Source: an optimization exercise on an open RTL-to-GDS flow (aim: a short achievable clock period and few clock cycles). Production flows keep margins and buffers that such runs may drop.
The RTL was checked by simulation tests, not by an equivalence proof against the original design.
No activity file was given, so power comes from the tool's default toggle rates.

// cpu
module cpu(clk,reset,o_mem_addr,o_mem_rd,i_mem_rddata,
		   o_mem_wr,o_mem_wrdata, i_mem_wait,i_mem_rddatavalid);
	input clk;
	input reset;
	input [15:0] i_mem_rddata;
	input i_mem_wait, i_mem_rddatavalid;
	output logic [15:0] o_mem_addr;
	output logic [15:0] o_mem_wrdata;
	output logic o_mem_wr;
	output logic o_mem_rd;
	integer k;
	logic [7:0][15:0] rf;
	logic [15:0] areg;      
	logic mq_v, mq_ld;
	logic [2:0] mq_dst;
	logic [15:0] mq_addr, mq_data;
	logic [1:0] qn;
	logic [2:0] q_ld, q_kill, q_pt;
	logic [2:0][2:0] q_dst;
	logic [2:0][15:0] q_pc, q_pcn, q_pr;
	wire [2:0] q_val = {qn == 2'd3, qn >= 2'd2, qn != 2'd0};
	wire h_ld = q_ld[0];
	wire h_kill = q_kill[0];
	wire h_pt = q_pt[0];
	wire [2:0] h_dst = q_dst[0];
	wire [15:0] h_pc = q_pc[0];
	wire [15:0] h_pcn = q_pcn[0];
	wire [15:0] h_pr = q_pr[0];
	logic [2:0] ibn;
	logic [3:0] ib_pt, ib_w7, ib_fs;
	logic [3:0][15:0] ib_ins, ib_pc, ib_pcn, ib_tgt, ib_pr;
	logic [7:0] btb_v;
	logic [7:0][15:0] btb_tag;
	logic [7:0][15:0] btb_tgt;
	logic [2:0] btb_ptr;
	logic pv;
	logic [2:0] pd;
	logic [15:0] pa, pb;
	logic pci;
	wire [16:0] psum17 = {pa, 1'b1} + {pb, pci};    
	wire [15:0] psum = psum17[16:1];
	logic [15:0] fa, fb;
	logic fci;
	logic [15:0] ft, fu;    
	wire [16:0] fsum17 = {fa, 1'b1} + {fb, fci};
	wire [15:0] fsum = fsum17[16:1];
	wire fz = &(ft ~^ {fu[14:0], fci});
	wire fn = fsum[15];
	logic fok;    
	logic [15:0] oa;   
	logic ord, owr;    
	logic mok;    
  ...
==> flow/config.mk <==
export PLATFORM = sky130hd
export DESIGN_NAME = cpu
export DESIGN_NICKNAME = cpu
export VERILOG_FILES = /design/flow/design.v
export SDC_FILE = /design/flow/constraint.sdc
export NUM_CORES = 4
export LEC_CHECK = 0
export ABC_CLOCK_PERIOD_IN_PS = 3000
export CAP_MARGIN = 20
export CORE_MARGIN = 2
export CORE_UTILIZATION = 40
export PLACE_DENSITY = 0.6
export SETUP_SLACK_MARGIN = 3.0
export SLEW_MARGIN = 20
export TNS_END_PERCENT = 30
==> flow/constraint.sdc <==
create_clock -name core_clock -period 6.0 [get_ports {clk}]
set_input_delay 1.2000 -clock core_clock [delete_from_list [all_inputs] [get_ports {clk}]]
set_output_delay 1.2000 -clock core_clock [all_outputs]
set_load 0.01 [all_outputs]
standard.sh (not shown) runs the stock make flow with config.mk's settings and CLKGATE_MAP_FILE= SYNTH_SCRIPT=/design/flow/synth_recipe.tcl, a recipe that flattens the netlist after the stock synthesis.
==> flow/flow/run.sh <==
#!/bin/bash
set -euo pipefail
bash standard.sh MATCH_CELL_FOOTPRINT=0 "BUFFER_PORTS_ARGS=-buffer_cell sky130_fd_sc_hd__buf_4" finish > flow_make.log 2>&1
The baseline ran to the end with no violations.
Testbench counts at the start, summed over its fixed seeds: cycles 32,654.
Next try:
--- a/flow/design.v
+++ b/flow/design.v
@@ -40,22 +40,20 @@
 	wire [16:0] psum17 = {pa, 1'b1} + {pb, pci};    
 	wire [15:0] psum = psum17[16:1];
 	logic [15:0] fa, fb;
 	logic fci;
 	logic [15:0] ft, fu;    
 	wire [16:0] fsum17 = {fa, 1'b1} + {fb, fci};
 	wire [15:0] fsum = fsum17[16:1];
 	wire fz = &(ft ~^ {fu[14:0], fci});
 	wire fn = fsum[15];
 	logic fok;    
-	logic [15:0] oa;   
-	logic ord, owr;    
 	logic mok;    
 	logic [1:0] nfr;  
 	logic [7:0] bm;
 	logic [15:0] btgt;
 	always_comb begin
 		btgt = 16'd0;
 		for (k = 0; k < 8; k++) begin
 			bm[k] = btb_v[k] & (btb_tag[k] == areg);
 			btgt = btgt | ({16{bm[k]}} & btb_tgt[k]);
 		end
@@ -67,24 +65,24 @@
 	logic [15:0] u_pc, u_bt;
 	logic [7:0] xm, xw;
 	always_comb
 		for (k = 0; k < 8; k++)
 			xm[k] = btb_v[k] & (btb_tag[k] == u_pc);
 	wire xhit = |xm;
 	always_comb
 		for (k = 0; k < 8; k++)
 			xw[k] = xhit ? xm[k] : (btb_ptr == k[2:0]);
 	always_comb begin
-		o_mem_addr = oa;
+		o_mem_addr = mq_v ? mq_addr : areg;
 		o_mem_wrdata = mq_data;
-		o_mem_rd = ~reset & ord;
-		o_mem_wr = ~reset & owr;
+		o_mem_rd = ~reset & (mq_v ? mq_ld & mok : fok);
+		o_mem_wr = ~reset & mq_v & ~mq_ld;
 	end
 	wire acc = ~i_mem_wait;
 	wire issue_m = mq_v & acc & (~mq_ld | mok);
 	wire issue_f = ~mq_v & fok & acc;
 	wire [15:0] ins = ib_ins[0];
 	wire [15:0] pcn = ib_pcn[0];
 	wire [4:0] op = ins[4:0];
 	wire [2:0] rx = ins[7:5];
 	wire [2:0] ry = ins[10:8];
 	logic fw_rx, fw_ry;   
@@ -163,43 +161,35 @@
 	wire r_w7 = (r_op[3] & r_op[2]) |
 	            (~r_op[3] & (r_rx == 3'd7) & (r_op[1:0] != 2'b11 | r_op[2]) & ~(~r_op[4] & r_op[2] & r_op[0]));
 	wire [15:0] r_boff = {{4{i_mem_rddata[15]}}, i_mem_rddata[15:5], 1'b0};
 	wire [15:0] r_pcn = h_pcn;
 	wire [15:0] r_tgt = r_pcn + r_boff;
 	logic [2:0] ibn_t;
 	wire x_pw = is_br ? op[2] : (is_mvhi | (~is_ldst & (op[1:0] != 2'b11)));
 	wire [2:0] x_pd = is_br ? 3'd7 : rx;
 	wire [15:0] nx_ins = (ibn >= 3'd2) ? ib_ins[1] : i_mem_rddata;
 	logic mq_v_t;
-	wire [15:0] areg_n = redirect ? actual : d_redirect ? d_tgt : issue_f ? npred : areg;
-	wire mqv_n = (mq_v & ~issue_m) | (go & is_ldst);
-	wire mqld_n = (go & is_ldst) ? ~op[0] : mq_ld;
-	wire [15:0] mqa_n = (go & is_ldst) ? rb : mq_addr;
-	wire fok_n = ~mqv_n & q_ok & (redirect ? nf_ok : le_ok);
 	wire push = issue_f | (issue_m & mq_ld);
 	wire [2:0] s1 = {1'b0, nfr} + ibn;    
 	wire [2:0] s0 = {1'b0, nfr} + ibn - 3'd1;
 	wire r_kill = r_raw & h_kill;
 	wire le_ok0 = issue_f ? (r_kill ? (s1 <= 3'd3) : (s1 <= 3'd2)) : (r_kill ? (s1 <= 3'd4) : (s1 <= 3'd3));
 	wire le_ok1 = issue_f ? (r_kill ? (s0 <= 3'd3) : (s0 <= 3'd2)) : (r_kill ? (s0 <= 3'd4) : (s0 <= 3'd3));
 	wire le_ok = go ? le_ok1 : le_ok0;
 	wire nf_ok = issue_f ? (r_raw ? (nfr <= 2'd2) : (nfr <= 2'd1)) : (r_raw | (nfr <= 2'd2));
 	wire q_ok = push ? (rv ? (qn <= 2'd2) : (qn <= 2'd1)) : (rv | (qn <= 2'd2));
 	always_ff @(posedge clk or posedge reset) begin
 		if (reset) begin
 			rf <= '0;
 			areg <= 16'd0;
 			mq_v <= 1'b0;
 			fok <= 1'b1;
-			oa <= 16'd0;
-			ord <= 1'b1;
-			owr <= 1'b0;
 			mok <= 1'b1;
 			nfr <= 2'd0;
 			mq_ld <= 1'b0;
 			mq_dst <= 3'd0;
 			mq_addr <= 16'd0;
 			mq_data <= 16'd0;
 			qn <= 2'd0;
 			q_ld <= '0;
 			q_kill <= '0;
 			q_pt <= '0;
@@ -287,23 +277,20 @@
 					ib_pr[k] <= (dd_dir | dd_r7 | dd_cond | dd_back) ? d_tgt : h_pr;
 					ib_pt[k] <= dd_cond ? r_taken : (h_pt | dd_dir | dd_r7 | dd_back);
 					ib_fs[k] <= r_fs;
 					ib_w7[k] <= r_w7;
 				end
 			if (r_raw & ~h_kill) ibn_t = ibn_t + 3'd1;
 			ibn <= redirect ? 3'd0 : ibn_t;
 			nfr <= nfr + {1'b0, issue_f} - {1'b0, r_raw};
 			mq_v_t = (mq_v & ~issue_m) | (go & is_ldst);
 			fok <= ~mq_v_t & q_ok & (redirect ? nf_ok : le_ok);
-			oa <= mqv_n ? mqa_n : areg_n;
-			ord <= mqv_n ? (mqld_n & q_ok) : fok_n;
-			owr <= mqv_n & ~mqld_n;
 			mok <= q_ok;
 			if (d_redirect) areg <= d_tgt;
 			u_v <= go & is_br;
 			u_taken <= taken;
 			u_pc <= ib_pc[0];
 			u_bt <= bt;
 			if (u_v) begin
 				for (k = 0; k < 8; k++)
 					if (xw[k] & (u_taken | xhit)) begin
 						btb_v[k] <= u_taken;
After rerunning:
- The new run passed the timing, design-rule and antenna checks
- power rises by 1.4%
- cell count rises by 3.0%
- global-route usage rises by 0.69 points
- setup slack degrades by 0.10 ns
- via count rises by 4.5%
Testbench counts after the change, summed over its fixed seeds: cycles 32,654.

static timing again, ports no longer ideal:
The results above use ideal ports. As a check the final layouts listed here were re-extracted and re-timed, cells and wires unchanged.
Step 1 sets driving cells, clkbuf_16 on the clock port and buf_2 on the other inputs (assumed; they add their load-dependent delay and slew).
Step 2, shift: input delay + t, output delay - t, t = (earliest + latest rising clock arrival at the registers) / 2. This alone moves slack from input paths to output paths.
a / b / c = no drivers / after step 1 / after step 2; a / b = the first two.
run | t (ns) | setup slack, ns | hold slack, ns | pins driven straight from the clock port
the first run | 0.866 | 2.792 / 2.809 / 1.950 | 0.364 / 0.364 / 0.364 | 1
the second run | 0.854 | 2.691 / 2.684 / 1.902 | 0.370 / 0.370 / 0.370 | 1
After both steps setup and hold are still met in every run listed. For the first run, which loses most, drivers alone change the setup slack by +0.017 ns; drivers and shift together by -0.842 ns.
